Source: an optimization exercise on an open RTL-to-GDS flow (aim: small area). Production flows keep margins and buffers that such runs may drop.
At most, simulation tests tie the RTL to the original design; equivalence was not proved.
For run 2, only the layout was checked, not whether the RTL still works.
No activity file was given, so power comes from the tool's default toggle rates.

--- design/flow/design.v ---
module clk_rec_zerox #(
    parameter IN_WIDTH = 7,
    parameter OSR = 8
)(
    input  wire                       clk,
    input  wire                       rst,
    input  wire                       sample_en,
    input  wire                       enable,
    input  wire signed [IN_WIDTH-1:0] diff_phase_in,
    output reg symbol_sample_tick,
    output reg out_bit
);
    reg signed [IN_WIDTH-1:0] sample_previous;
    reg [3:0] sample_counter;
    reg sample_valid;
    always @(posedge clk) begin
        if (!rst) begin
            sample_previous <= 0;
            sample_valid <= 0;
        end else if (sample_en) begin
            sample_previous <= diff_phase_in;
            sample_valid <= 1;
        end
    end
    localparam IDLE = 2'b00, SP_cross = 2'b01, SP_wait = 2'b10, SP_out = 2'b11;
    reg [1:0] state, next_state;
    always @(posedge clk)
        state <= (!rst) ? IDLE : next_state;
    always @(posedge clk) begin
        if (!rst) begin
            next_state <= IDLE;
        end else if (sample_en) begin
            case (state)
                IDLE:     next_state <= (enable && sample_valid &&
                                         (diff_phase_in[IN_WIDTH-1] != sample_previous[IN_WIDTH-1])) ? SP_cross : IDLE;
                SP_cross: next_state <= SP_wait;
                SP_wait:  next_state <= (sample_counter == OSR-1) ? SP_out : SP_wait;
                default:  next_state <= SP_wait;
            endcase
        end
    end
    always @(posedge clk) begin
        if (!rst) begin
            sample_counter <= OSR >> 1;
        end else if (sample_en) begin
            case (state)
                IDLE:     if (enable) sample_counter <= (sample_counter == OSR) ? 4'd1 : sample_counter + 4'd1;
                SP_cross: sample_counter <= (OSR >> 1) + 1;
                SP_wait:  sample_counter <= sample_counter + 4'd1;
                default:  sample_counter <= 4'd1;
            endcase
        end
    end
    always @(posedge clk) begin
        if (!rst) begin
            out_bit <= 1'b0;
            symbol_sample_tick <= 1'b0;
        end else if (sample_en) begin
            symbol_sample_tick <= (sample_counter == OSR-1) ? 1'b1 : 1'b0;
            out_bit <= (symbol_sample_tick) ? (((diff_phase_in + sample_previous) >>> 1) > 0) : out_bit;
        end
    end
endmodule
module varicode_lut (
    input enable,
    input [9:0] varicode, 
    output reg [7:0] ascii  
);
    always @(*) begin
        if(enable==1) begin
        case(varicode)
            10'b1:          ascii = 8'h20;
            10'b111111111:  ascii = 8'h21; 
            10'b101011111:  ascii = 8'h22; 
            10'b111110101:  ascii = 8'h23; 
            10'b111011011:  ascii = 8'h24; 
            10'b1011010101: ascii = 8'h25; 
            10'b1010111011: ascii = 8'h26; 
            10'b101111111:  ascii = 8'h27; 
            10'b11111011:   ascii = 8'h28; 
            10'b11110111:   ascii = 8'h29; 
            10'b101101111:  ascii = 8'h2a; 
            10'b111011111:  ascii = 8'h2b; 
            10'b1110101:    ascii = 8'h2c; 
            10'b110101:     ascii = 8'h2d; 
            10'b1010111:    ascii = 8'h2e; 
            10'b110101111:  ascii = 8'h2f; 
            10'b10110111:   ascii = 8'h30; 
            10'b10111101:   ascii = 8'h31; 
            10'b11101101:   ascii = 8'h32; 
            10'b11111111:   ascii = 8'h33; 
            10'b101110111:  ascii = 8'h34; 
            10'b101011011:  ascii = 8'h35; 
            10'b101101011:  ascii = 8'h36; 
            10'b110101101:  ascii = 8'h37; 
            10'b110101011:  ascii = 8'h38; 
            10'b110110111:  ascii = 8'h39; 
            10'b11110101:   ascii = 8'h3a; 
            10'b110111101:  ascii = 8'h3b; 
            10'b111101101:  ascii = 8'h3c; 
            10'b1010101:    ascii = 8'h3d;
            10'b111010111:  ascii = 8'h3e;
            10'b1010101111: ascii = 8'h3f;
            10'b1010111101: ascii = 8'h40;
            10'b1111101:    ascii = 8'h41;
            10'b11101011:   ascii = 8'h42;
            10'b10101101:   ascii = 8'h43;
            10'b10110101:   ascii = 8'h44;
            10'b1110111:    ascii = 8'h45;
            10'b11011011:   ascii = 8'h46;
            10'b11111101:   ascii = 8'h47;
            10'b101010101:  ascii = 8'h48;
            10'b1111111:    ascii = 8'h49;
            10'b111111101:  ascii = 8'h4a;
            10'b101111101:  ascii = 8'h4b;
            10'b11010111:   ascii = 8'h4c;
            10'b10111011:   ascii = 8'h4d;
            10'b11011101:   ascii = 8'h4e;
            10'b10101011:   ascii = 8'h4f;
            10'b11010101:   ascii = 8'h50;
            10'b111011101:  ascii = 8'h51;
            10'b10101111:   ascii = 8'h52;
            10'b1101111:    ascii = 8'h53;
            10'b1101101:    ascii = 8'h54;
            10'b101010111:  ascii = 8'h55;
            10'b110110101:  ascii = 8'h56;
            10'b101011101:  ascii = 8'h57;
            10'b101110101:  ascii = 8'h58;
            10'b101111011:  ascii = 8'h59;
            10'b1010101101: ascii = 8'h5a;
            10'b111110111:  ascii = 8'h5b;
            10'b111101111:  ascii = 8'h5c;
            10'b111111011:  ascii = 8'h5d;
            10'b1010111111: ascii = 8'h5e;
            10'b101101101:  ascii = 8'h5f;
            10'b1011011111: ascii = 8'h60;
            10'b1011:       ascii = 8'h61;
            10'b1011111:    ascii = 8'h62;
            10'b101111:     ascii = 8'h63;
            10'b101101:     ascii = 8'h64;
            10'b11:         ascii = 8'h65;
            10'b111101:     ascii = 8'h66;
            10'b1011011:    ascii = 8'h67;
            10'b101011:     ascii = 8'h68;
            10'b1101:       ascii = 8'h69;
            10'b111101011:  ascii = 8'h6a;
            10'b10111111:   ascii = 8'h6b;
            10'b11011:      ascii = 8'h6c;
            10'b111011:     ascii = 8'h6d;
            10'b1111:       ascii = 8'h6e;
            10'b111:        ascii = 8'h6f;
            10'b111111:     ascii = 8'h70;
            10'b110111111:  ascii = 8'h71;
            10'b10101:      ascii = 8'h72;
            10'b10111:      ascii = 8'h73;
            10'b101:        ascii = 8'h74;
            10'b110111:     ascii = 8'h75;
            10'b1111011:    ascii = 8'h76;
            10'b1101011:    ascii = 8'h77;
            10'b11011111:   ascii = 8'h78;
            10'b1011101:    ascii = 8'h79;
            10'b111010101:  ascii = 8'h7a;
            10'b1010110111: ascii = 8'h7b;
            10'b110111011:  ascii = 8'h7c;
            10'b1010110101: ascii = 8'h7d;
            10'b1011010111: ascii = 8'h7e;
            10'b1110110101: ascii = 8'h7f;
            default:        ascii = 8'h00;   
        endcase
        end
        else begin
            ascii = 8'h00; 
        end
    end
endmodule
module varicode_decoder (
    input wire clk,
    input wire rst,
    input wire sample_en,
    input wire bit_in,
    input wire bit_valid,
    output wire [7:0] char_out,
    output reg char_valid
);
    reg [11:0] shift_reg;
    reg [3:0] bit_count;
    reg [9:0] varicode;
    varicode_lut u_varicode_lut (
        .enable   (char_valid),
        .varicode (varicode),
        .ascii    (char_out)
    );
    localparam IDLE = 3'b000, RECV = 3'b001, END_CHECK = 3'b010, DECODE = 3'b011;
    reg [2:0] state;
    wire step = bit_valid && sample_en;
    always @(posedge clk or negedge rst) begin
        if (!rst) begin
            state <= IDLE;
        end else if (step) begin
            case (state)
                IDLE:      state <= ((shift_reg[1:0] == 2'b00) && (bit_in != 0)) ? RECV : IDLE;
                RECV:      state <= bit_in ? RECV : END_CHECK;
                END_CHECK: state <= bit_in ? RECV : DECODE;
                DECODE:    state <= bit_in ? RECV : IDLE;
                default:   state <= IDLE;
            endcase
        end
    end
    always @(posedge clk) begin
        if (!rst) shift_reg <= 12'hfff;
        else if (step) shift_reg <= {shift_reg[10:0], bit_in};
    end
    always @(posedge clk) begin
        if (!rst) begin
            bit_count <= 0;
            varicode <= 10'b0;
            char_valid <= 0;
        end else if (step) begin
            case (state)
                IDLE: begin
                    bit_count <= 0;
                    char_valid <= 0;
                end
                RECV, END_CHECK: begin
                    bit_count <= bit_count + 4'd1;
                    char_valid <= 0;
                end
                DECODE: begin
                    case (bit_count - 4'd1)
                        4'd1: varicode <= {9'd0, shift_reg[2]};
                        4'd2: varicode <= {8'd0, shift_reg[3:2]};
                        4'd3: varicode <= {7'd0, shift_reg[4:2]};
                        4'd4: varicode <= {6'd0, shift_reg[5:2]};
                        4'd5: varicode <= {5'd0, shift_reg[6:2]};
                        4'd6: varicode <= {4'd0, shift_reg[7:2]};
                        4'd7: varicode <= {3'd0, shift_reg[8:2]};
                        4'd8: varicode <= {2'd0, shift_reg[9:2]};
                        4'd9: varicode <= {1'd0, shift_reg[10:2]};
                        4'd10: varicode <= shift_reg[11:2];
                        default: varicode <= 10'd0;
                    endcase
                    bit_count <= 0;
                    char_valid <= 1;
                end
                default: begin
                    bit_count <= 0;
                    varicode <= 10'b0;
                end
            endcase
        end
    end
endmodule
module top (
    input  clk,
    input  rst,
    input  en,
    input  signed [7:0] adc_in,
    output wire [7:0] char_out,
    output wire char_valid,
    output wire signed [15:0] I_out,
    output wire signed [15:0] Q_out,
    output wire sweep_done,
    output wire signed [6:0] freq,
    output wire bit_tick,
    output wire bit_out
);
    reg [4:0] c20;
    reg [5:0] c40;
    reg [3:0] c10;
    reg en20, en800, en8000;
    wire w20 = (c20 == 5'd19);
    wire w40 = (c40 == 6'd39);
    wire w10 = (c10 == 4'd9);
    always @(posedge clk or negedge rst) begin
        if (!rst) begin
            c20 <= 0; c40 <= 0; c10 <= 0;
            en20 <= 0; en800 <= 0; en8000 <= 0;
        end else begin
            c20 <= w20 ? 5'd0 : c20 + 5'd1;
            if (w20) c40 <= w40 ? 6'd0 : c40 + 6'd1;
            if (w20 && w40) c10 <= w10 ? 4'd0 : c10 + 4'd1;
            en20   <= w20;
            en800  <= w20 && w40;
            en8000 <= w20 && w40 && w10;
        end
    end
    wire fhead = (c10 == 4'd0) && (c40 == 6'd0);
    wire f_mac = (c10 == 4'd0) && (c40 == 6'd1) && (c20 == 5'd11);    
    localparam IDLE = 3'd1, START_SWEEP = 3'd2, ACCUMULATE = 3'd3, NEXT_FREQ = 3'd4,
               DONE_SWEEP = 3'd5, START_MIXING = 3'd6, MIXING = 3'd7;
    reg [2:0] st;
    reg [5:0] scount;
    reg [3:0] sidx, bcode, ccode;
    reg [32:0] eacc, ebest;
    reg sflag, sdone;
    reg [27:0] mag;
    wire cvalid;
    function [15:0] sweep_steps(input [3:0] idx);
        case (idx)
            4'd0: sweep_steps = 16'd4386;
            4'd1: sweep_steps = 16'd4410;
            4'd2: sweep_steps = 16'd4432;
            4'd3: sweep_steps = 16'd4454;
            4'd4: sweep_steps = 16'd4476;
            4'd5: sweep_steps = 16'd4500;
            4'd6: sweep_steps = 16'd4522;
            4'd7: sweep_steps = 16'd4546;
            4'd8: sweep_steps = 16'd4568;
            4'd9: sweep_steps = 16'd4590;
            4'd10: sweep_steps = 16'd4612;
            default: sweep_steps = 16'd0;
        endcase
    endfunction
    always @(posedge clk or negedge rst) begin
        if (!rst) st <= IDLE;
        else if (en20) begin
            case (st)
                IDLE:         st <= START_SWEEP;
                START_SWEEP:  st <= ACCUMULATE;
                ACCUMULATE:   st <= (scount == 6'd50) ? NEXT_FREQ : ACCUMULATE;
                NEXT_FREQ:    st <= (sidx == 4'd10) ? DONE_SWEEP : START_SWEEP;
                DONE_SWEEP:   st <= START_MIXING;
                START_MIXING: st <= MIXING;
                MIXING:       st <= MIXING;
                default:      st <= IDLE;
            endcase
        end
    end
    always @(posedge clk) begin
        if (st == IDLE) begin
            scount <= 0; eacc <= 0; sidx <= 0; ebest <= 0;
            bcode <= 4'd15; ccode <= 4'd15; sflag <= 0; sdone <= 0;
        end else if (st == ACCUMULATE && cvalid) begin
            scount <= scount + 6'd1;
            eacc   <= eacc + mag;
            ccode  <= sidx;
            sflag  <= 0; sdone <= 0;
        end else if (st == ACCUMULATE && en20) begin
            sflag  <= 0; sdone <= 0;
        end else if (st == NEXT_FREQ && en20) begin
            if (eacc > ebest) begin
                ebest <= eacc;
                bcode <= sidx;
            end
            ccode <= sidx;
            sflag <= 1; sdone <= 0;
        end else if (st == START_SWEEP && en20) begin
            scount <= 0;
            sidx   <= sidx + 4'd1;
            eacc   <= 0;
            ccode  <= sidx;
            sflag  <= 0; sdone <= 0;
        end else if (st == DONE_SWEEP && en20) begin
            scount <= 0;
            sidx   <= 0;
            ccode  <= bcode;
            sflag  <= 0; sdone <= 1;
        end
    end
    assign sweep_done = sdone;
    reg [3:0] ds;
    always @(posedge clk or negedge rst) begin
        if (!rst) ds <= 4'd0;
        else if (ds == 4'd10) ds <= sflag ? 4'd11 : 4'd1;
        else if (ds == 4'd11) ds <= 4'd1;
        else ds <= ds + 4'd1;
    end
    wire ds_done = (ds == 4'd10);
    wire ds_load = (ds == 4'd0) || (ds == 4'd10) || (ds == 4'd11);
    reg [15:0] pacc;
    wire [15:0] fword = sweep_steps(ccode);
    always @(posedge clk or negedge rst) begin
        if (!rst) pacc <= 16'd0;
        else if (ds == 4'd11) pacc <= 16'd0;
        else if (ds_done) pacc <= pacc + fword;
        else if (pacc > 16'd36000) pacc <= pacc - 16'd36000;
    end
    wire q_le1 = (pacc <= 16'd9000);
    wire q_le2 = (pacc <= 16'd18000);
    wire q_le3 = (pacc <= 16'd27000);
    wire ssign = !q_le2;
    wire csign = !q_le1 && q_le3;
    reg [23:0] dz;
    reg [7:0] dd;
    reg [1:0] qd;
    reg [23:0] zk;
    reg inva, invb;
    always @(*) begin
        inva = 1'b0; invb = 1'b0;
        if (ds == 4'd1) begin
            case (qd)
                2'd0: zk = 24'd0;
                2'd1: begin zk = 24'd4608000; inva = 1'b1; end
                2'd2: begin zk = 24'd4608000; invb = 1'b1; end
                default: begin zk = 24'd9216000; inva = 1'b1; end
            endcase
        end else begin
            case (ds[2:0])
                3'd2: zk = 24'd1152000;
                3'd3: zk = 24'd680075;
                3'd4: zk = 24'd359325;
                3'd5: zk = 24'd182400;
                3'd6: zk = 24'd91550;
                3'd7: zk = 24'd45825;
                3'd0: zk = 24'd22925;
                default: zk = 24'd11450;
            endcase
            invb = ~dz[23];
        end
    end
    wire [23:0] dz_n = (dz ^ {24{inva}}) + (zk ^ {24{invb}}) + {23'd0, inva | invb};
    always @(posedge clk) begin
        if (ds_load) begin
            dz <= {pacc, 8'd0};
            qd <= q_le1 ? 2'd0 : q_le2 ? 2'd1 : q_le3 ? 2'd2 : 2'd3;
        end else begin
            dz <= dz_n;
            if (ds >= 4'd2 && ds <= 4'd9) dd <= {dd[6:0], dz[23]};
        end
    end
    reg [15:0] xy;
    always @(*) begin
        case (dd)
      8'd0: xy = 16'hef62;
      8'd1: xy = 16'hf162;
      8'd2: xy = 16'hf263;
      8'd3: xy = 16'hf463;
      8'd4: xy = 16'hf563;
      8'd5: xy = 16'hf763;
      8'd6: xy = 16'hf863;
      8'd7: xy = 16'hfa63;
      8'd8: xy = 16'hfc63;
      8'd9: xy = 16'hfd63;
      8'd10: xy = 16'hff63;
      8'd11: xy = 16'h0063;
      8'd12: xy = 16'h0263;
      8'd13: xy = 16'h0363;
      8'd14: xy = 16'h0563;
      8'd15: xy = 16'h0663;
      8'd16: xy = 16'h0863;
      8'd17: xy = 16'h0963;
      8'd18: xy = 16'h0b63;
      8'd19: xy = 16'h0d63;
      8'd20: xy = 16'h0e62;
      8'd21: xy = 16'h1062;
      8'd22: xy = 16'h1162;
      8'd23: xy = 16'h1362;
      8'd24: xy = 16'h1461;
      8'd25: xy = 16'h1661;
      8'd26: xy = 16'h1761;
      8'd27: xy = 16'h1960;
      8'd28: xy = 16'h1a60;
      8'd29: xy = 16'h1c5f;
      8'd30: xy = 16'h1d5f;
      8'd31: xy = 16'h1f5e;
      8'd32: xy = 16'h1f5e;
      8'd33: xy = 16'h215e;
      8'd34: xy = 16'h225d;
      8'd35: xy = 16'h245d;
      8'd36: xy = 16'h255c;
      8'd37: xy = 16'h275b;
      8'd38: xy = 16'h285b;
      8'd39: xy = 16'h2a5a;
      8'd40: xy = 16'h2b5a;
      8'd41: xy = 16'h2c59;
      8'd42: xy = 16'h2e58;
      8'd43: xy = 16'h2f57;
      8'd44: xy = 16'h3157;
      8'd45: xy = 16'h3256;
      8'd46: xy = 16'h3355;
      8'd47: xy = 16'h3554;
      8'd48: xy = 16'h3653;
      8'd49: xy = 16'h3753;
      8'd50: xy = 16'h3852;
      8'd51: xy = 16'h3a51;
      8'd52: xy = 16'h3b50;
      8'd53: xy = 16'h3c4f;
      8'd54: xy = 16'h3d4e;
      8'd55: xy = 16'h3f4d;
      8'd56: xy = 16'h404c;
      8'd57: xy = 16'h414b;
      8'd58: xy = 16'h424a;
      8'd59: xy = 16'h4349;
      8'd60: xy = 16'h4448;
      8'd61: xy = 16'h4647;
      8'd62: xy = 16'h4746;
      8'd63: xy = 16'h4845;
      8'd64: xy = 16'h4548;
      8'd65: xy = 16'h4647;
      8'd66: xy = 16'h4746;
      8'd67: xy = 16'h4844;
      8'd68: xy = 16'h4943;
      8'd69: xy = 16'h4a42;
      8'd70: xy = 16'h4b41;
      8'd71: xy = 16'h4c40;
      8'd72: xy = 16'h4d3f;
      8'd73: xy = 16'h4e3d;
      8'd74: xy = 16'h4f3c;
      8'd75: xy = 16'h503b;
      8'd76: xy = 16'h513a;
      8'd77: xy = 16'h5238;
      8'd78: xy = 16'h5337;
      8'd79: xy = 16'h5336;
      8'd80: xy = 16'h5435;
      8'd81: xy = 16'h5533;
      8'd82: xy = 16'h5632;
      8'd83: xy = 16'h5731;
      8'd84: xy = 16'h572f;
      8'd85: xy = 16'h582e;
      8'd86: xy = 16'h592c;
      8'd87: xy = 16'h5a2b;
      8'd88: xy = 16'h5a2a;
      8'd89: xy = 16'h5b28;
      8'd90: xy = 16'h5b27;
      8'd91: xy = 16'h5c25;
      8'd92: xy = 16'h5d24;
      8'd93: xy = 16'h5d22;
      8'd94: xy = 16'h5e21;
      8'd95: xy = 16'h5e1f;
      8'd96: xy = 16'h5e1f;
      8'd97: xy = 16'h5f1d;
      8'd98: xy = 16'h5f1c;
      8'd99: xy = 16'h601a;
      8'd100: xy = 16'h6019;
      8'd101: xy = 16'h6117;
      8'd102: xy = 16'h6116;
      8'd103: xy = 16'h6114;
      8'd104: xy = 16'h6213;
      8'd105: xy = 16'h6211;
      8'd106: xy = 16'h6210;
      8'd107: xy = 16'h620e;
      8'd108: xy = 16'h630d;
      8'd109: xy = 16'h630b;
      8'd110: xy = 16'h6309;
      8'd111: xy = 16'h6308;
      8'd112: xy = 16'h6306;
      8'd113: xy = 16'h6305;
      8'd114: xy = 16'h6303;
      8'd115: xy = 16'h6302;
      8'd116: xy = 16'h6300;
      8'd117: xy = 16'h63ff;
      8'd118: xy = 16'h63fd;
      8'd119: xy = 16'h63fc;
      8'd120: xy = 16'h63fa;
      8'd121: xy = 16'h63f8;
      8'd122: xy = 16'h63f7;
      8'd123: xy = 16'h63f5;
      8'd124: xy = 16'h63f4;
      8'd125: xy = 16'h63f2;
      8'd126: xy = 16'h62f1;
      8'd127: xy = 16'h62ef;
      8'd128: xy = 16'h6210;
      8'd129: xy = 16'h620e;
      8'd130: xy = 16'h630d;
      8'd131: xy = 16'h630b;
      8'd132: xy = 16'h630a;
      8'd133: xy = 16'h6308;
      8'd134: xy = 16'h6307;
      8'd135: xy = 16'h6305;
      8'd136: xy = 16'h6303;
      8'd137: xy = 16'h6302;
      8'd138: xy = 16'h6300;
      8'd139: xy = 16'h63ff;
      8'd140: xy = 16'h63fd;
      8'd141: xy = 16'h63fc;
      8'd142: xy = 16'h63fa;
      8'd143: xy = 16'h63f9;
      8'd144: xy = 16'h63f7;
      8'd145: xy = 16'h63f6;
      8'd146: xy = 16'h63f4;
      8'd147: xy = 16'h63f2;
      8'd148: xy = 16'h62f1;
      8'd149: xy = 16'h62ef;
      8'd150: xy = 16'h62ee;
      8'd151: xy = 16'h62ec;
      8'd152: xy = 16'h61eb;
      8'd153: xy = 16'h61e9;
      8'd154: xy = 16'h61e8;
      8'd155: xy = 16'h60e6;
      8'd156: xy = 16'h60e5;
      8'd157: xy = 16'h5fe3;
      8'd158: xy = 16'h5fe2;
      8'd159: xy = 16'h5ee0;
      8'd160: xy = 16'h5ee0;
      8'd161: xy = 16'h5ede;
      8'd162: xy = 16'h5ddd;
      8'd163: xy = 16'h5ddb;
      8'd164: xy = 16'h5cda;
      8'd165: xy = 16'h5bd8;
      8'd166: xy = 16'h5bd7;
      8'd167: xy = 16'h5ad5;
      8'd168: xy = 16'h5ad4;
      8'd169: xy = 16'h59d3;
      8'd170: xy = 16'h58d1;
      8'd171: xy = 16'h57d0;
      8'd172: xy = 16'h57ce;
      8'd173: xy = 16'h56cd;
      8'd174: xy = 16'h55cc;
      8'd175: xy = 16'h54ca;
      8'd176: xy = 16'h53c9;
      8'd177: xy = 16'h53c8;
      8'd178: xy = 16'h52c7;
      8'd179: xy = 16'h51c5;
      8'd180: xy = 16'h50c4;
      8'd181: xy = 16'h4fc3;
      8'd182: xy = 16'h4ec2;
      8'd183: xy = 16'h4dc0;
      8'd184: xy = 16'h4cbf;
      8'd185: xy = 16'h4bbe;
      8'd186: xy = 16'h4abd;
      8'd187: xy = 16'h49bc;
      8'd188: xy = 16'h48bb;
      8'd189: xy = 16'h47b9;
      8'd190: xy = 16'h46b8;
      8'd191: xy = 16'h45b7;
      8'd192: xy = 16'h48ba;
      8'd193: xy = 16'h47b9;
      8'd194: xy = 16'h46b8;
      8'd195: xy = 16'h44b7;
      8'd196: xy = 16'h43b6;
      8'd197: xy = 16'h42b5;
      8'd198: xy = 16'h41b4;
      8'd199: xy = 16'h40b3;
      8'd200: xy = 16'h3fb2;
      8'd201: xy = 16'h3db1;
      8'd202: xy = 16'h3cb0;
      8'd203: xy = 16'h3baf;
      8'd204: xy = 16'h3aae;
      8'd205: xy = 16'h38ad;
      8'd206: xy = 16'h37ac;
      8'd207: xy = 16'h36ac;
      8'd208: xy = 16'h35ab;
      8'd209: xy = 16'h33aa;
      8'd210: xy = 16'h32a9;
      8'd211: xy = 16'h31a8;
      8'd212: xy = 16'h2fa8;
      8'd213: xy = 16'h2ea7;
      8'd214: xy = 16'h2ca6;
      8'd215: xy = 16'h2ba5;
      8'd216: xy = 16'h2aa5;
      8'd217: xy = 16'h28a4;
      8'd218: xy = 16'h27a4;
      8'd219: xy = 16'h25a3;
      8'd220: xy = 16'h24a2;
      8'd221: xy = 16'h22a2;
      8'd222: xy = 16'h21a1;
      8'd223: xy = 16'h1fa1;
      8'd224: xy = 16'h1fa1;
      8'd225: xy = 16'h1da0;
      8'd226: xy = 16'h1ca0;
      8'd227: xy = 16'h1a9f;
      8'd228: xy = 16'h199f;
      8'd229: xy = 16'h179e;
      8'd230: xy = 16'h169e;
      8'd231: xy = 16'h149e;
      8'd232: xy = 16'h139d;
      8'd233: xy = 16'h119d;
      8'd234: xy = 16'h109d;
      8'd235: xy = 16'h0e9d;
      8'd236: xy = 16'h0d9c;
      8'd237: xy = 16'h0b9c;
      8'd238: xy = 16'h099c;
      8'd239: xy = 16'h089c;
      8'd240: xy = 16'h069c;
      8'd241: xy = 16'h059c;
      8'd242: xy = 16'h039c;
      8'd243: xy = 16'h029c;
      8'd244: xy = 16'h009c;
      8'd245: xy = 16'hff9c;
      8'd246: xy = 16'hfd9c;
      8'd247: xy = 16'hfc9c;
      8'd248: xy = 16'hfa9c;
      8'd249: xy = 16'hf89c;
      8'd250: xy = 16'hf79c;
      8'd251: xy = 16'hf59c;
      8'd252: xy = 16'hf49c;
      8'd253: xy = 16'hf29c;
      8'd254: xy = 16'hf19d;
      8'd255: xy = 16'hef9d;
        endcase
    end
    wire [7:0] lx = xy[15:8];
    wire [7:0] ly = xy[7:0];
    reg signed [7:0] nsin, cosr;
    reg done_d, ssign_d;
    always @(posedge clk) begin
        done_d <= ds_done;
        if (ds_done) begin
            ssign_d <= ssign;
            cosr <= csign ? 8'd0 - lx : lx;
        end
        if (done_d) nsin <= ssign_d ? ly : 8'd0 - ly;
    end
    reg [1:0] enr;
    reg [7:0] dcnt;
    reg dvalid, cvalid_r;
    wire de = en20 && enr[1] && (dcnt == 8'd199);
    always @(posedge clk or negedge rst) begin
        if (!rst) begin
            enr <= 0; dcnt <= 0; dvalid <= 0; cvalid_r <= 0;
        end else begin
            if (en20) enr <= {enr[0], en};
            if (en20 && enr[1]) dcnt <= (dcnt == 8'd199) ? 8'd0 : dcnt + 8'd1;
            dvalid   <= de;
            cvalid_r <= dvalid;
        end
    end
    assign cvalid = cvalid_r;
    reg tick_d;
    reg en_d, enr0_d, de_d;
    reg signed [7:0] adc_d;
    always @(posedge clk or negedge rst) begin
        if (!rst) tick_d <= 1'b0;
        else tick_d <= en20;
    end
    always @(posedge clk) begin
        en_d <= en; enr0_d <= enr[0]; de_d <= de; adc_d <= adc_in;
    end
    wire u_int0 = en20 ? en : (tick_d && en_d);
    wire u_int1 = en20 ? enr[0] : (tick_d && enr0_d);
    wire u_de   = en20 ? de : (tick_d && de_d);
    wire signed [7:0] m_a = en20 ? adc_in : adc_d;
    wire signed [7:0] m_b = en20 ? cosr : nsin;
    wire signed [15:0] mix = m_a * m_b;
    reg [30:0] int0_0, int0_1, facc_0, facc_1, fprev_0, fprev_1;
    reg [15:0] h1_0, h1_1, h2_0, h2_1, dreg_0, dreg_1;
    wire [30:0] gk = facc_0 - fprev_0;
    wire [30:0] int0_n = int0_0 + (u_int0 ? {{15{mix[15]}}, mix} : 31'd0);
    wire [30:0] facc_n = (u_de ? 31'd0 : facc_0) + (u_int1 ? int0_0 : 31'd0);
    always @(posedge clk or negedge rst) begin
        if (!rst) begin
            int0_0 <= 0; int0_1 <= 0; facc_0 <= 0; facc_1 <= 0; fprev_0 <= 0; fprev_1 <= 0;
            h1_0 <= 0; h1_1 <= 0; h2_0 <= 0; h2_1 <= 0; dreg_0 <= 0; dreg_1 <= 0;
        end else begin
            int0_0 <= int0_1;  int0_1 <= int0_n;
            facc_0 <= facc_1;  facc_1 <= facc_n;
            fprev_0 <= fprev_1; fprev_1 <= u_de ? facc_0 : fprev_0;
            h1_0 <= h1_1;      h1_1 <= u_de ? gk[30:15] : h1_0;
            h2_0 <= h2_1;      h2_1 <= u_de ? h1_0 : h2_0;
            dreg_0 <= dreg_1;  dreg_1 <= u_de ? h2_0 : dreg_0;
        end
    end
    wire [15:0] combI = dreg_0;
    wire [15:0] combQ = dreg_1;
    wire ins = en && en8000;       
    reg [3:0] rho, wptr;
    reg [4:0] nval;
    reg insf;
    reg [15:0] holdI, holdQ;
    reg [255:0] ringI, ringQ;
    wire wr = insf && (rho == wptr);
    always @(posedge clk or negedge rst) begin
        if (!rst) begin
            rho <= 0; wptr <= 0; nval <= 0; insf <= 0;
        end else begin
            rho <= rho + 4'd1;
            if (ins) begin
                insf <= 1'b1;
                if (nval != 5'd16) nval <= nval + 5'd1;
            end else if (wr) begin
                insf <= 1'b0;
                wptr <= wptr - 4'd1;
            end
        end
    end
    always @(posedge clk) begin
        if (ins) begin
            holdI <= combI;
            holdQ <= combQ;
        end
        ringI <= {ringI[239:0], wr ? holdI : ringI[255:240]};
        ringQ <= {ringQ[239:0], wr ? holdQ : ringQ[255:240]};
    end
    wire [15:0] tapI = ringI[255:240];
    wire [15:0] tapQ = ringQ[255:240];
    wire [3:0] jl = rho - wptr - 4'd1;
    wire jv = ({1'b0, jl} < nval);
    reg [12:0] hc;
    always @(*) begin
        case (jl)
            4'd0, 4'd15: hc = 13'd173;
            4'd1, 4'd14: hc = 13'd288;
            4'd2, 4'd13: hc = 13'd548;
            4'd3, 4'd12: hc = 13'd1001;
            4'd4, 4'd11: hc = 13'd1691;
            4'd5, 4'd10: hc = 13'd2633;
            4'd6, 4'd9:  hc = 13'd3787;
            default:     hc = 13'd5053;
        endcase
    end
    reg [30:0] acc;
    reg [1:0] mph;       
    reg [3:0] pb;
    reg mtog;
    reg [13:0] Inext, Qnext, Iout, Qout;
    wire hb = hc[pb];
    wire [15:0] tap = mph[0] ? tapQ : tapI;
    wire [13:0] mop = mtog ? Qnext : Inext;
    wire mbit = mop[pb];
    reg [30:0] term;
    reg [30:0] abase;
    reg tneg;
    always @(*) begin
        term = 31'd0;
        abase = acc;
        tneg = 1'b0;
        if (mph[1] == 1'b0) begin
            if (hb && jv) term = {{15{tap[15]}}, tap};
            if (rho == 4'd0) abase = (pb == 4'd12) ? 31'd0 : {acc[29:0], 1'b0};
        end else begin
            if (mbit) term = {{17{mop[13]}}, mop};
            tneg = mbit && (pb == 4'd13);
            if (!mtog) abase = {acc[29:0], 1'b0};
        end
    end
    wire [30:0] asum = abase + (term ^ {31{tneg}}) + {30'd0, tneg};
    always @(posedge clk or negedge rst) begin
        if (!rst) begin
            mph <= 2'd3; pb <= 0; mtog <= 0;
        end else if (f_mac) begin
            mph <= 2'd0; pb <= 4'd12; mtog <= 0;
        end else if (mph[1] == 1'b0) begin
            if (rho == 4'd15) begin
                if (pb == 4'd0) begin
                    mph <= mph + 2'd1;
                    pb  <= mph[0] ? 4'd14 : 4'd12;
                end else pb <= pb - 4'd1;
            end
        end else if (mph == 2'd2) begin
            if (pb == 4'd14) begin
                pb <= 4'd13; mtog <= 0;
            end else begin
                mtog <= ~mtog;
                if (mtog) begin
                    if (pb == 4'd0) mph <= 2'd3;
                    else pb <= pb - 4'd1;
                end
            end
        end
    end
    always @(posedge clk) begin
        if (mph[1] == 1'b0) begin
            acc <= asum;
            if (mph[0] && pb == 4'd12 && rho == 4'd0) Inext <= acc[30:17];
        end else if (mph == 2'd2) begin
            if (pb == 4'd14) begin
                Qnext <= acc[30:17];
                acc <= 31'd0;
            end else acc <= asum;
        end
    end
    always @(posedge clk) begin
        if (!rst) begin
            Iout <= 0; Qout <= 0; mag <= 0;
        end else if (ins) begin
            Iout <= Inext; Qout <= Qnext; mag <= acc[27:0];
        end
    end
    assign I_out = {{2{Iout[13]}}, Iout};
    assign Q_out = {{2{Qout[13]}}, Qout};
    reg [8:0] aref;
    always @(*) begin
        case ({I_out[15], Q_out[15]})
            2'b00: aref = 9'd0;
            2'b10: aref = 9'd90;
            2'b11: aref = 9'd180;
            default: aref = 9'd270;
        endcase
    end
    wire vload = fhead && (c20 == 5'd15);
    reg [15:0] X, Y;
    reg [3:0] vp;
    reg cx, cy, vs;
    reg [6:0] dv;
    wire [2:0] vi = vp[2:0] - 3'd1;
    wire [3:0] lim = 4'd15 - rho;
    wire [3:0] tpos = ({1'b0, vi} < lim) ? {1'b0, vi} : lim;
    wire xt = X[tpos];
    wire yt = Y[tpos];
    wire k0 = (rho == 4'd0);
    wire vs_n = k0 ? ~Y[15] : vs;
    reg xa, xb, xc0, ya, yb, yc0;
    always @(*) begin
        if (vp == 4'd0) begin
            xb = 1'b0; yb = 1'b0;
            case ({Iout[13], Qout[13]})
                2'b00: begin xa = X[0];  xc0 = 1'b0; ya = Y[0];  yc0 = 1'b0; end
                2'b10: begin xa = Y[0];  xc0 = 1'b0; ya = ~X[0]; yc0 = 1'b1; end
                2'b11: begin xa = ~X[0]; xc0 = 1'b1; ya = ~Y[0]; yc0 = 1'b1; end
                default: begin xa = ~Y[0]; xc0 = 1'b1; ya = X[0]; yc0 = 1'b0; end
            endcase
        end else begin
            xa = X[0]; xb = vs_n ? yt : ~yt; xc0 = ~vs_n;
            ya = Y[0]; yb = vs_n ? ~xt : xt; yc0 = vs_n;
        end
    end
    wire xci = k0 ? xc0 : cx;
    wire yci = k0 ? yc0 : cy;
    wire xs = xa ^ xb ^ xci;
    wire ys = ya ^ yb ^ yci;
    always @(posedge clk) begin
        if (vload) begin
            X <= I_out; Y <= Q_out;
        end else begin
            X <= {xs, X[15:1]};
            Y <= {ys, Y[15:1]};
        end
        cx <= (xa & xb) | (xa & xci) | (xb & xci);
        cy <= (ya & yb) | (ya & yci) | (yb & yci);
        vs <= vs_n;
        if (k0 && vp != 4'd0 && vp[3] == 1'b0) dv <= {dv[5:0], ~Y[15]};
    end
    always @(posedge clk or negedge rst) begin
        if (!rst) vp <= 4'd8;
        else if (vload) vp <= 4'd0;
        else if (rho == 4'd15 && vp[3] == 1'b0) vp <= vp + 4'd1;
    end
    reg [8:0] zl;
    always @(*) begin
        case (dv)
            7'd0: zl = 9'h19d;
            7'd1: zl = 9'h19e;
            7'd2: zl = 9'h1a0;
            7'd3: zl = 9'h1a2;
            7'd4: zl = 9'h1a4;
            7'd5: zl = 9'h1a5;
            7'd6: zl = 9'h1a7;
            7'd7: zl = 9'h1a9;
            7'd8: zl = 9'h1ab;
            7'd9: zl = 9'h1ad;
            7'd10: zl = 9'h1ae;
            7'd11: zl = 9'h1b0;
            7'd12: zl = 9'h1b2;
            7'd13: zl = 9'h1b4;
            7'd14: zl = 9'h1b5;
            7'd15: zl = 9'h1b7;
            7'd16: zl = 9'h1b9;
            7'd17: zl = 9'h1ba;
            7'd18: zl = 9'h1bc;
            7'd19: zl = 9'h1be;
            7'd20: zl = 9'h1c0;
            7'd21: zl = 9'h1c2;
            7'd22: zl = 9'h1c3;
            7'd23: zl = 9'h1c5;
            7'd24: zl = 9'h1c7;
            7'd25: zl = 9'h1c9;
            7'd26: zl = 9'h1ca;
            7'd27: zl = 9'h1cc;
            7'd28: zl = 9'h1ce;
            7'd29: zl = 9'h1d0;
            7'd30: zl = 9'h1d2;
            7'd31: zl = 9'h1d3;
            7'd32: zl = 9'h1d2;
            7'd33: zl = 9'h1d3;
            7'd34: zl = 9'h1d5;
            7'd35: zl = 9'h1d7;
            7'd36: zl = 9'h1d9;
            7'd37: zl = 9'h1db;
            7'd38: zl = 9'h1dc;
            7'd39: zl = 9'h1de;
            7'd40: zl = 9'h1e0;
            7'd41: zl = 9'h1e2;
            7'd42: zl = 9'h1e3;
            7'd43: zl = 9'h1e5;
            7'd44: zl = 9'h1e7;
            7'd45: zl = 9'h1e9;
            7'd46: zl = 9'h1eb;
            7'd47: zl = 9'h1ec;
            7'd48: zl = 9'h1ee;
            7'd49: zl = 9'h1f0;
            7'd50: zl = 9'h1f1;
            7'd51: zl = 9'h1f3;
            7'd52: zl = 9'h1f5;
            7'd53: zl = 9'h1f7;
            7'd54: zl = 9'h1f8;
            7'd55: zl = 9'h1fa;
            7'd56: zl = 9'h1fc;
            7'd57: zl = 9'h1fe;
            7'd58: zl = 9'h000;
            7'd59: zl = 9'h001;
            7'd60: zl = 9'h003;
            7'd61: zl = 9'h005;
            7'd62: zl = 9'h007;
            7'd63: zl = 9'h008;
            7'd64: zl = 9'h1f7;
            7'd65: zl = 9'h1f8;
            7'd66: zl = 9'h1fa;
            7'd67: zl = 9'h1fc;
            7'd68: zl = 9'h1fe;
            7'd69: zl = 9'h1ff;
            7'd70: zl = 9'h001;
            7'd71: zl = 9'h003;
            7'd72: zl = 9'h005;
            7'd73: zl = 9'h007;
            7'd74: zl = 9'h008;
            7'd75: zl = 9'h00a;
            7'd76: zl = 9'h00c;
            7'd77: zl = 9'h00e;
            7'd78: zl = 9'h00f;
            7'd79: zl = 9'h011;
            7'd80: zl = 9'h013;
            7'd81: zl = 9'h014;
            7'd82: zl = 9'h016;
            7'd83: zl = 9'h018;
            7'd84: zl = 9'h01a;
            7'd85: zl = 9'h01c;
            7'd86: zl = 9'h01d;
            7'd87: zl = 9'h01f;
            7'd88: zl = 9'h021;
            7'd89: zl = 9'h023;
            7'd90: zl = 9'h024;
            7'd91: zl = 9'h026;
            7'd92: zl = 9'h028;
            7'd93: zl = 9'h02a;
            7'd94: zl = 9'h02c;
            7'd95: zl = 9'h02d;
            7'd96: zl = 9'h02c;
            7'd97: zl = 9'h02d;
            7'd98: zl = 9'h02f;
            7'd99: zl = 9'h031;
            7'd100: zl = 9'h033;
            7'd101: zl = 9'h035;
            7'd102: zl = 9'h036;
            7'd103: zl = 9'h038;
            7'd104: zl = 9'h03a;
            7'd105: zl = 9'h03c;
            7'd106: zl = 9'h03d;
            7'd107: zl = 9'h03f;
            7'd108: zl = 9'h041;
            7'd109: zl = 9'h043;
            7'd110: zl = 9'h045;
            7'd111: zl = 9'h046;
            7'd112: zl = 9'h048;
            7'd113: zl = 9'h04a;
            7'd114: zl = 9'h04b;
            7'd115: zl = 9'h04d;
            7'd116: zl = 9'h04f;
            7'd117: zl = 9'h051;
            7'd118: zl = 9'h052;
            7'd119: zl = 9'h054;
            7'd120: zl = 9'h056;
            7'd121: zl = 9'h058;
            7'd122: zl = 9'h05a;
            7'd123: zl = 9'h05b;
            7'd124: zl = 9'h05d;
            7'd125: zl = 9'h05f;
            7'd126: zl = 9'h061;
            7'd127: zl = 9'h062;
        endcase
    end
    reg [3:0] actc;
    always @(posedge clk or negedge rst) begin
        if (!rst) actc <= 0;
        else if (en800 && sdone && actc != 4'd9) actc <= actc + 4'd1;
    end
    reg [8:0] aabs;    
    always @(*) begin
        case (actc)
            4'd0, 4'd1, 4'd2: aabs = 9'd0;
            4'd3: aabs = 9'd2;
            4'd4: aabs = 9'd6;
            4'd5: aabs = 9'd13;
            4'd6: aabs = 9'd27;
            4'd7: aabs = 9'd53;
            4'd8: aabs = 9'd98;
            default: aabs = zl;
        endcase
    end
    wire [8:0] cphase = aabs[8] ? aref : aabs[7:0] + aref;
    reg [8:0] prev_phase;
    reg signed [6:0] freq_origin;
    always @(posedge clk) begin
        if (!rst) begin
            freq_origin <= 0;
            prev_phase  <= 0;
        end else if (en8000 && sdone) begin
            if (({cphase[8], cphase[7]} == 2'b00) && (prev_phase[8] == 1))
                freq_origin <= (cphase - prev_phase) + 360;
            else if ((cphase[8] == 1) && ({prev_phase[8], prev_phase[7]} == 2'b00))
                freq_origin <= (cphase - prev_phase) - 360;
            else
                freq_origin <= cphase - prev_phase;
            prev_phase <= cphase;
        end
    end
    assign freq = freq_origin;
    clk_rec_zerox u_clk_rec_zerox (
        .clk(clk), .rst(rst), .sample_en(en8000), .enable(sdone),
        .diff_phase_in(freq_origin), .symbol_sample_tick(bit_tick), .out_bit(bit_out));
    varicode_decoder u_varicode_decoder (
        .clk(clk), .rst(rst), .sample_en(en8000), .bit_in(bit_out), .bit_valid(bit_tick),
        .char_out(char_out), .char_valid(char_valid));
endmodule
--- design/flow/run.sh ---
#!/bin/bash
# synth_recipe.tcl (not shown) runs the flow's synth.tcl, then flattens the netlist and writes it again
# the make line also repeats each setting of config.mk as NAME=value (left out here)
make -C /OpenROAD-flow-scripts/flow DESIGN_CONFIG=/design/flow/config.mk WORK_HOME=/design/flow/orfs CLKGATE_MAP_FILE= SYNTH_SCRIPT=/design/flow/synth_recipe.tcl finish
--- design/flow/config.mk ---
export PLATFORM = sky130hd
export DESIGN_NAME = top
export DESIGN_NICKNAME = top
export VERILOG_FILES = /design/flow/design.v
export SDC_FILE = /design/flow/constraint.sdc
export NUM_CORES = 4
export LEC_CHECK = 0
export ABC_AREA = 1
export CAP_MARGIN = 20
export CORE_MARGIN = 2
export CORE_UTILIZATION = 55
export SLEW_MARGIN = 20
--- design/flow/constraint.sdc ---
create_clock -name core_clock -period 20.0 [get_ports {clk}]
set_input_delay 4.0000 -clock core_clock [delete_from_list [all_inputs] [get_ports {clk}]]
set_output_delay 4.0000 -clock core_clock [all_outputs]
set_load 0.01 [all_outputs]
==> results of run 1 <==
-- routing by layer --
metal	track usage	vias up	part of all wire
li1	-	22359	-
met1	0.326	20672	0.45
met2	0.420	969	0.48
met3	0.0306	271	0.038
met4	0.0822	0	0.029
met5	0	-	0
-- area by class of cell --
cell class              instances  area, um^2
inverters                     890        3340
multi-input cells            4378       25500
well taps                    1403        1760
clock inverters                54         803
flip-flops and latches       1311       29300
repair buffers                 98         895
fillers                      9319       41000
clock buffers                 197        3970
-- worst max-delay path: cells and delay by family --
family	cells	cell delay, ps
buffers and inverters	8	840
multiplexers	1	570
AO/OA/AOI/OAI	4	590
AND/OR/NAND/NOR	17	1930
adder cells (fa/ha/maj)	6	2780
-- kinds of logic after synthesis --
kind of cell               count (synthesis)  synth area share
and+or+nand+nor                         2346             0.166
AOI/OAI and AO/OA                       1367             0.132
DFF                                     1311             0.498
buffers and inverters                   1067            0.0690
adders and majority gates                414            0.0966
xor gates and xnor gates                 208            0.0311
muxes                                     42           0.00769
other                                      1         0.0000637
-- cells in the mapped netlist (all sizes together) (4+ instances only) --
library cell,instances
a21boi,16
a22oi,9
inv,884
o221ai,11
o21bai,19
a221oi,8
xor2,116
edfxtp,125
fa,68
a21oi,477
o211ai,38
nor3b,8
a211oi,14
nand2,1194
a21o,17
a2111oi,4
o31ai,32
o41ai,16
nand3,289
o21ai,546
nand3b,8
dfrtp,362
a31oi,45
nor4,25
o2111ai,11
buf,32
ha,346
dfxtp,820
a31o,4
xnor2,92
clkbuf,145
nor2,647
and2,6
o22ai,42
dfstp,4
or2,48
clkinv,6
o311ai,9
nand4,45
mux2i,16
o21a,25
nor3,72
mux2,26
-- path summary, 6_finish.rpt --
kind                           start                           to  slack (ps)  depth (start not counted)
setup reg to reg                en20                   int0_1[29]       12260                         40
hold / removal             ringQ[15]                    ringQ[31]         300                          0
min in group asynchronous        rst  u_varicode_decoder.state[1]        3300                          1
max in group asynchronous        rst                   facc_1[28]       13870                          4
setup / recovery           adc_in[0]                   int0_1[29]        9920                         36
hold reg to reg            ringQ[15]                    ringQ[31]         300                          0
-- per-stage QoR --
| step | cells | total power, mW |
|---|---|---|
| 6_report | 8331 | 5.92 |
| 2_1_floorplan | 6756 | 3.22 |
| 5_1_grt | 8331 | 6.16 |
| 4_1_cts | 8331 | 5.98 |
| 3_5_place_dp | 8080 | 3.38 |
| 3_3_place_gp | 8079 | 3.38 |
-- where the power goes --
part / switching (mW) / internal, mW / total (mW)
Combinational: 0.328 / 0.174 / 0.503
Clock: 1.09 / 1.50 / 2.59
Sequential: 0.0765 / 2.75 / 2.83
==> key figures, run 1 <==
Run status
  – Outcome: timing/DRC/antenna clean

Global routing
  – Initial antenna violation count: 1
  – First-pass GRT wire length: 222 mm
  – Largest net degree at the start of global routing: approximately 120
  – Vias in the first global route: 43,164
  – Gr usage total: 0.246
  – GRT overflow: 0

Hold path
  – Hold/Removal Path Class: flip-flop to flip-flop

Clocking
  – H-Tree Depth: 4
  – Reg clk slew, reported paths: about 60 ps
  – Clock latency on the worst-skew pair: 760 ps
  – CTS tree: done
  – Setup bufs post-CTS: 0
  – # clock sinks: 1,311
  – Clock Path Buffers: 3
  – Cts bufs inserted: around 140
  – Root Driver: clkbuf_16
  – # hold bufs at CTS: 0
  – Gates resized, CTS repair: 0

Layout
  – Largest regs: ringI (256), ringQ (256)
  – Final instance area: between 60,000 and 70,000 um^2
  – Fraction of layout cells with a size suffix above 1: 0.0577
  – Commonest cells after routing, fill and taps aside: nand2_1, inv_1, dfxtp_1
  – # nets final: about 7,200
  – Core Util, Final: 0.616
  – Diodes inserted: 0
  – Layout overhead on the synthesized area: 11.5%
  – Commonest non-fill, non-tap cell in the layout: nand2_1

Placed design
  – GPL Wtd Cong: between 0.9 and 1
  – Detailed Place HPWL: about 99 mm
  – Buffers on Ports: 60
  – Placed inst area: 60,900 um^2
  – Pre-CTS worst setup slack: 9230 ps

Die
  – Core Area: 107,000 um^2
  – Die Span X: around 330 um
  – Die ar.: between 100,000 and 150,000 um^2
  – Initial Util: 0.552
  – FP Rows: between 100 and 150
  – Top-level port count: 62
  – Chip height: approximately 330 um

Setup path
  – Largest fanout on the critical path: 8
  – CP Class: primary input to flip-flop
  – Crit path largest cell delay: 570 ps
  – CP Capture Type: flip-flop
  – Critical Path Slowest Stage Cell: mux2i_1
  – Worst endpoint required time: ~21,000 ps
  – CP arrival: ~11,000 ps
  – Critical Path Source Type: primary input

STA
  – Fin Clk Skew: 51.6 ps
  – Fmax: slightly below 100 MHz
  – Min Clock Period, post-route: between 10,000 and 15,000 ps
  – Setup TNS: 0 ps
  – Final hold viol count: 0
  – Tcrit/Tclk final: 0.504
  – Hold WS: 301 ps
  – Relative max-transition margin: 0.315
  – Min setup slack post-route: 9920 ps
  – RSZ-0062 raised after global routing: false
  – Slew @ Worst Pin: 1020 ps
  – Setup violators final: 0
  – Max Slew Vio Count: 0

Route
  – Vias: around 44,000
  – Drt wl/cell: 16.4 um
  – # DRC: 0
  – Via-per-instance ratio: around 5.3
  – Routed WL: 136 mm
  – Final ANT Viol Nets: 0
  – DRT iter0 DRCs: just over 3,000
  – First-pass iteration count of the detailed router: 6

Power and ir drop
  – VDD IR max: between 70 and 80 uV
  – Leakage: a little over 30 nW
  – PD cells: ~90 nW/um^2

Logic synthesis
  – Top-area cell type share of the netlist area: 0.279
  – Cells after Synth: slightly below 7,000
  – Area of the mapped netlist: 58,900 um^2
  – Yosys reg bits: ~1,300
  – Post-synth EDFFs: 125
  – Cell taking the most area after synthesis: dfxtp_1
  – Synth unique cells: 79
  – Syn nets: 7,181
  – YS warnings: 4
  – Largest cells by area after synthesis: dfxtp_1, dfrtp_1, nand2_1
  – Syn avg cell area: between 8 and 9 um^2
  – Top_reg_cell synth: dfxtp_1
  – Async SR Flop Fraction: 0.279
  – Sequential element share of the synthesized area: 0.498

Job
  – Max Cap Viol: 0
==> run 2, diff against run 1 <==
--- a/design/flow/design.v
+++ b/design/flow/design.v
@@ -285,7 +285,7 @@
         end
     end
     wire fhead = (c10 == 4'd0) && (c40 == 6'd0);
-    wire f_mac = (c10 == 4'd0) && (c40 == 6'd1) && (c20 == 5'd11);    
+    wire f_mac = (c10 == 4'd9) && (c40 == 6'd17) && (c20 == 5'd11);   
     localparam IDLE = 3'd1, START_SWEEP = 3'd2, ACCUMULATE = 3'd3, NEXT_FREQ = 3'd4,
                DONE_SWEEP = 3'd5, START_MIXING = 3'd6, MIXING = 3'd7;
     reg [2:0] st;
@@ -369,11 +369,11 @@
     wire ds_load = (ds == 4'd0) || (ds == 4'd10) || (ds == 4'd11);
     reg [15:0] pacc;
     wire [15:0] fword = sweep_steps(ccode);
+    wire [15:0] padd = pacc + (ds_done ? fword : 16'd29536);
     always @(posedge clk or negedge rst) begin
         if (!rst) pacc <= 16'd0;
         else if (ds == 4'd11) pacc <= 16'd0;
-        else if (ds_done) pacc <= pacc + fword;
-        else if (pacc > 16'd36000) pacc <= pacc - 16'd36000;
+        else if (ds_done || (pacc > 16'd36000)) pacc <= padd;
     end
     wire q_le1 = (pacc <= 16'd9000);
     wire q_le2 = (pacc <= 16'd18000);
@@ -722,28 +722,27 @@
     wire signed [7:0] m_a = en20 ? adc_in : adc_d;
     wire signed [7:0] m_b = en20 ? cosr : nsin;
     wire signed [15:0] mix = m_a * m_b;
+    reg zr_d;
+    always @(posedge clk) zr_d <= ~rst;
+    wire zr = ~rst | zr_d;
     reg [30:0] int0_0, int0_1, facc_0, facc_1, fprev_0, fprev_1;
     reg [15:0] h1_0, h1_1, h2_0, h2_1, dreg_0, dreg_1;
     wire [30:0] gk = facc_0 - fprev_0;
-    wire [30:0] int0_n = int0_0 + (u_int0 ? {{15{mix[15]}}, mix} : 31'd0);
-    wire [30:0] facc_n = (u_de ? 31'd0 : facc_0) + (u_int1 ? int0_0 : 31'd0);
-    always @(posedge clk or negedge rst) begin
-        if (!rst) begin
-            int0_0 <= 0; int0_1 <= 0; facc_0 <= 0; facc_1 <= 0; fprev_0 <= 0; fprev_1 <= 0;
-            h1_0 <= 0; h1_1 <= 0; h2_0 <= 0; h2_1 <= 0; dreg_0 <= 0; dreg_1 <= 0;
-        end else begin
-            int0_0 <= int0_1;  int0_1 <= int0_n;
-            facc_0 <= facc_1;  facc_1 <= facc_n;
-            fprev_0 <= fprev_1; fprev_1 <= u_de ? facc_0 : fprev_0;
-            h1_0 <= h1_1;      h1_1 <= u_de ? gk[30:15] : h1_0;
-            h2_0 <= h2_1;      h2_1 <= u_de ? h1_0 : h2_0;
-            dreg_0 <= dreg_1;  dreg_1 <= u_de ? h2_0 : dreg_0;
-        end
+    wire [30:0] int0_n = (zr ? 31'd0 : int0_0) + (u_int0 ? {{15{mix[15]}}, mix} : 31'd0);
+    wire [30:0] facc_n = ((u_de | zr) ? 31'd0 : facc_0) + (u_int1 ? int0_0 : 31'd0);
+    always @(posedge clk) begin
+        int0_0 <= int0_1;  int0_1 <= int0_n;
+        facc_0 <= facc_1;  facc_1 <= facc_n;
+        fprev_0 <= fprev_1; fprev_1 <= zr ? 31'd0 : u_de ? facc_0 : fprev_0;
+        h1_0 <= h1_1;      h1_1 <= zr ? 16'd0 : u_de ? gk[30:15] : h1_0;
+        h2_0 <= h2_1;      h2_1 <= zr ? 16'd0 : u_de ? h1_0 : h2_0;
+        dreg_0 <= dreg_1;  dreg_1 <= zr ? 16'd0 : u_de ? h2_0 : dreg_0;
     end
     wire [15:0] combI = dreg_0;
     wire [15:0] combQ = dreg_1;
     wire ins = en && en8000;       
-    reg [3:0] rho, wptr;
+    reg [3:0] wptr;
+    wire [3:0] rho = c20[3:0] + {c40[1:0], 2'b00};
     reg [4:0] nval;
     reg insf;
     reg [15:0] holdI, holdQ;
@@ -751,9 +750,8 @@
     wire wr = insf && (rho == wptr);
     always @(posedge clk or negedge rst) begin
         if (!rst) begin
-            rho <= 0; wptr <= 0; nval <= 0; insf <= 0;
+            wptr <= 0; nval <= 0; insf <= 0;
         end else begin
-            rho <= rho + 4'd1;
             if (ins) begin
                 insf <= 1'b1;
                 if (nval != 5'd16) nval <= nval + 5'd1;
@@ -763,11 +761,13 @@
             end
         end
     end
+    wire capI = (mph == 2'd1) && (pb == 4'd12) && (rho == 4'd0);
+    wire capQ = (mph == 2'd2) && (pb == 4'd15) && !mtog;
     always @(posedge clk) begin
-        if (ins) begin
-            holdI <= combI;
-            holdQ <= combQ;
-        end
+        if (ins) holdI <= combI;
+        else if (capI) holdI <= {2'b00, acc[30:17]};
+        if (ins) holdQ <= combQ;
+        else if (capQ) holdQ <= {2'b00, acc[30:17]};
         ringI <= {ringI[239:0], wr ? holdI : ringI[255:240]};
         ringQ <= {ringQ[239:0], wr ? holdQ : ringQ[255:240]};
     end
@@ -792,11 +792,11 @@
     reg [1:0] mph;       
     reg [3:0] pb;
     reg mtog;
-    reg [13:0] Inext, Qnext, Iout, Qout;
+    reg [13:0] Iout, Qout;
     wire hb = hc[pb];
     wire [15:0] tap = mph[0] ? tapQ : tapI;
-    wire [13:0] mop = mtog ? Qnext : Inext;
-    wire mbit = mop[pb];
+    wire [13:0] mop = mtog ? holdQ[13:0] : holdI[13:0];
+    wire mbit = (pb <= 4'd13) ? mop[pb] : 1'b0;
     reg [30:0] term;
     reg [30:0] abase;
     reg tneg;
@@ -807,13 +807,14 @@
         if (mph[1] == 1'b0) begin
             if (hb && jv) term = {{15{tap[15]}}, tap};
             if (rho == 4'd0) abase = (pb == 4'd12) ? 31'd0 : {acc[29:0], 1'b0};
-        end else begin
+        end else if (mph == 2'd2) begin
             if (mbit) term = {{17{mop[13]}}, mop};
             tneg = mbit && (pb == 4'd13);
-            if (!mtog) abase = {acc[29:0], 1'b0};
+            if (!mtog) abase = (pb == 4'd15) ? 31'd0 : {acc[29:0], 1'b0};
         end
     end
     wire [30:0] asum = abase + (term ^ {31{tneg}}) + {30'd0, tneg};
+    always @(posedge clk) acc <= asum;
     always @(posedge clk or negedge rst) begin
         if (!rst) begin
             mph <= 2'd3; pb <= 0; mtog <= 0;
@@ -823,37 +824,22 @@
             if (rho == 4'd15) begin
                 if (pb == 4'd0) begin
                     mph <= mph + 2'd1;
-                    pb  <= mph[0] ? 4'd14 : 4'd12;
+                    pb  <= mph[0] ? 4'd15 : 4'd12;
                 end else pb <= pb - 4'd1;
             end
         end else if (mph == 2'd2) begin
-            if (pb == 4'd14) begin
-                pb <= 4'd13; mtog <= 0;
-            end else begin
-                mtog <= ~mtog;
-                if (mtog) begin
-                    if (pb == 4'd0) mph <= 2'd3;
-                    else pb <= pb - 4'd1;
-                end
+            mtog <= ~mtog;
+            if (mtog) begin
+                if (pb == 4'd0) mph <= 2'd3;
+                else pb <= pb - 4'd1;
             end
         end
     end
     always @(posedge clk) begin
-        if (mph[1] == 1'b0) begin
-            acc <= asum;
-            if (mph[0] && pb == 4'd12 && rho == 4'd0) Inext <= acc[30:17];
-        end else if (mph == 2'd2) begin
-            if (pb == 4'd14) begin
-                Qnext <= acc[30:17];
-                acc <= 31'd0;
-            end else acc <= asum;
-        end
-    end
-    always @(posedge clk) begin
         if (!rst) begin
             Iout <= 0; Qout <= 0; mag <= 0;
         end else if (ins) begin
-            Iout <= Inext; Qout <= Qnext; mag <= acc[27:0];
+            Iout <= holdI[13:0]; Qout <= holdQ[13:0]; mag <= acc[27:0];
         end
     end
     assign I_out = {{2{Iout[13]}}, Iout};
==> design/flow/flow/run.sh (new file) <==
#!/bin/bash
# The standard layout (standard.sh), with two synthesis changes: adders keep
# Yosys's default carry logic instead of the Kogge-Stone carry map (a non-empty
# SYNTH_OPERATIONS_ARGS replaces ORFS's "-extra-map lcu_kogge_stone.v"), and no
# full/half-adder cell extraction (empty ADDER_MAP_FILE), leaving adders to abc.
# Registers are mapped exactly as in the standard synthesis.
set -euo pipefail
export SYNTH_OPERATIONS_ARGS="-nofsm"
export ADDER_MAP_FILE=""
bash standard.sh > standard.log 2>&1
==> design/flow/standard.sh (new file) <==
#!/bin/bash
# synth_recipe.tcl (not shown) runs the flow's synth.tcl, then flattens the netlist and writes it again
# the make line also repeats each setting of config.mk as NAME=value (left out here)
make -C /OpenROAD-flow-scripts/flow DESIGN_CONFIG=/design/flow/config.mk WORK_HOME=/design/flow/orfs CLKGATE_MAP_FILE= SYNTH_SCRIPT=/design/flow/synth_recipe.tcl "${@:-finish}"
removed: design/flow/run.sh
==> run 2 against run 1 <==
  * Via count is 1.6% lower
  * Cell count is 0.13% lower
  * Still clean
  * Cell area is 10% lower
  * Clock skew is 8.1 ps lower
  * Die area is 10% lower
  * Register-to-register slack better by 1900 ps
  * Largest power group unchanged
  * Non-clock buffer count is 4 higher
  * Largest cell class unchanged
==> key figures, run 2 <==
Run status
  – Outcome: timing/DRC/antenna clean

Logic synthesis
  – Top-count cell post-synth: nand2_1
  – Largest cells by area after synthesis: dfxtp_1, nand2_1, inv_1
  – Area of the mapped netlist: between 50,000 and 60,000 um^2
  – Top post-synthesis cells by count: nand2_1, dfxtp_1, inv_1, nor2_1, o21ai_0
  – Top-area cell type share of the netlist area: 0.429
  – Cell taking the most area after synthesis: dfxtp_1
  – Post-synth EDFFs: between 60 and 70
  – Syn nets: just under 7,000
  – Top_reg_cell synth: dfxtp_1
  – Sequential element share of the synthesized area: 0.505
  – Async SR Flop Fraction: 0.0625
  – Yosys reg bits: ~1,300
  – Cells after Synth: 6,905
  – Synth unique cells: 78
  – YS warnings: 4
  – Syn avg cell area: about 7.7 um^2

Power and ir drop
  – Sw Pwr: approximately 1.1 mW
  – PD cells: between 80 and 90 nW/um^2
  – Clk pwr share: 0.487
  – Internal power: 4.03 mW
  – Reg power frac: 0.505
  – Leakage: ~27 nW
  – Net switching fraction of the power: 0.208
  – VDD IR max: 72.7 uV
  – Total Power: 5.09 mW
  – Comb pwr share: 0.008

Clocking
  – Root Driver: clkbuf_16
  – # hold bufs at CTS: 0
  – Setup bufs post-CTS: 0
  – Gates resized, CTS repair: 0
  – CTS tree: done
  – Cts bufs inserted: 130
  – Clock Path Buffers: 3
  – # clock sinks: 1,280
  – Reg clk slew, reported paths: around 60 ps
  – H-Tree Depth: 4
  – Clock latency on the worst-skew pair: 740 ps

Die
  – Die Span X: about 310 um
  – Core Area: ~95,000 um^2
  – Initial Util: 0.556
  – Die ar.: 98,700 um^2
  – FP Rows: 113
  – Chip height: between 300 and 400 um
  – Top-level port count: 62

Layout
  – Layout overhead on the synthesized area: 11.7%
  – Diodes inserted: 0
  – Commonest cells after routing, fill and taps aside: nand2_1, dfxtp_1, inv_1
  – Final instance area: 59,100 um^2
  – # nets final: slightly below 7,000
  – Fraction of layout cells with a size suffix above 1: 0.0581
  – Largest regs: ringI (256), ringQ (256)
  – Commonest non-fill, non-tap cell in the layout: nand2_1
  – Finished Layout Cells: 8,320

Setup path
  – Critical path buffers and inverters: 5
  – CP delay by family, top: simple AND/OR/NAND/NOR gates
  – Crit path largest cell delay: 550 ps
  – Critical Path Slowest Stage Cell: clkinv_2
  – CP Capture Type: flip-flop
  – Largest fanout on the critical path: 53
  – Critical Path Source Type: primary input
  – CP arrival: 9240 ps
  – Flop2flop setup slack: 14,150 ps
  – Critical path's most frequent cell: nand2_1
  – CP Class: primary input to flip-flop
  – Worst endpoint required time: 20,620 ps

STA
  – RSZ-0062 raised after global routing: false
  – Max Slew Vio Count: 0
  – Setup violators final: 0
  – Fmax: 116 MHz
  – Setup TNS: 0 ps
  – Tcrit/Tclk final: 0.431
  – Final hold viol count: 0
  – Slew @ Worst Pin: 1030 ps
  – Relative max-transition margin: 0.315
  – Min Clock Period, post-route: 8620 ps
  – Fin Clk Skew: 43.5 ps

Placed design
  – Placed inst area: approximately 55,000 um^2
  – Buffers on Ports: 60
  – Detailed Place HPWL: slightly below 90 mm
  – Dpl cells: slightly above 8,000
  – GPL Wtd Cong: 0.921

Global routing
  – First-pass GRT wire length: a little over 200 mm
  – Vias in the first global route: 40,114
  – Largest net degree at the start of global routing: around 110
  – Gr usage total: 0.251
  – GRT overflow: 0
  – Initial antenna violation count: 2

Route
  – First-pass iteration count of the detailed router: 6
  – Drt wl/cell: roughly 15 um
  – # DRC: 0
  – DRT iter0 DRCs: approximately 3,400
  – Vias: 43,550
  – Via-per-instance ratio: 5.23
  – Final ANT Viol Nets: 0
  – Routed WL: around 120 mm

Hold path
  – Hold/Removal Path Class: flip-flop to flip-flop

Job
  – Max Cap Viol: 0
[run 2: changes by cell type in the layout (fill, tap and decap cells not counted), sizes merged, moves of 98 or more]
cell	previous run	this run
dfrtp	362	76
nor2	647	761
o22ai	42	140
a21oi	477	361
nand2	1194	1675
dfxtp	820	1134
ha	346	0
[run 2: area by class of cell]
type	count	area [um^2]
flip-flops and latches	1280	26700
inverters	921	3460
fillers	8529	36100
well taps	1265	1580
clock buffers	193	3910
multi-input cells	4515	21900
repair buffers	102	917
clock inverters	44	557
[run 2: power groups by stage]
stage               Sequential [mW]  Combinational [mW]  Clock, mW
finish                         2.57              0.0396       2.48
global route                   2.57              0.0448       2.64
CTS                            2.57              0.0400       2.53
detailed placement             2.63              0.0399          0
global placement               2.63              0.0393          0
floorplan                      2.63              0.0261          0
[run 2: path summary, 6_finish.rpt]
path	from	to	cells after the start
setup reg to reg	c40[0]	acc[30]	36
hold / removal	ringQ[141]	ringQ[157]	0
setup / recovery	rst	facc_1[30]	32
hold reg to reg	ringQ[141]	ringQ[157]	0
min in group asynchronous	rst	enr[0]	1
max in group asynchronous	rst	c10[1]	3
[run 2: layer usage]
layer,up-vias,GRT usage,part of all wire
met5,-,0,0
met4,0,0.0780,0.024
met3,207,0.0344,0.047
met2,981,0.412,0.46
met1,19955,0.344,0.47
li1,22407,-,-
[run 2: per-stage QoR]
| stage | utilization | hold WS (ps) | worst slack (ps) |
|---|---|---|---|
| 3_3_place_gp | 0.574 | 309 | 10760 |
| 6_report | 0.621 | 304 | 11380 |
| 5_1_grt | 0.621 | 304 | 10620 |
| 3_5_place_dp | 0.574 | 312 | 10650 |
| 4_1_cts | 0.621 | 308 | 11380 |
| 2_1_floorplan | - | 310 | 12720 |
[run 2: cells by family (layout without fill, tap and decap cells)]
logic type	Yosys count	count (layout)	synth area share
simple gates	2968	2968	0.233
compound gates	1303	1303	0.140
flops	1280	1280	0.505
buf+inv	1110	1260	0.0807
xor+xnor	233	233	0.0389
fa+ha+maj	7	7	0.00135
mux	3	3	0.000568
other cells	1	1	0.0000709

static timing again, ports no longer ideal:
No port has a modelled driver above. Below, the same layouts with a new extraction and two added sets of constraints. Step 1 sets driving cells, clkbuf_16 on the clock port and buf_2 on the other inputs (assumed; they add their load-dependent delay and slew). Step 2 moves the port delays by t, midway between the first and last clock arrival at a register: inputs arrive t later, outputs are due t later. That takes back most of the time a late clock gives input paths. Slacks: ideal / step 1 / step 2; pairs: ideal / step 1.
run | t (ns) | setup WS [ns] | hold slack, ns | pins driven straight from the clock port
run 1 | 0.808 | 9.917 / 9.970 / 9.162 | 0.301 / 0.301 / 0.301 | 1
run 2 | 0.790 | 11.378 / 11.309 / 10.519 | 0.304 / 0.304 / 0.304 | 1
After both steps every run listed still meets setup and hold. For run 2, which loses most, drivers alone change the setup slack by -0.069 ns; drivers and shift together by -0.859 ns.
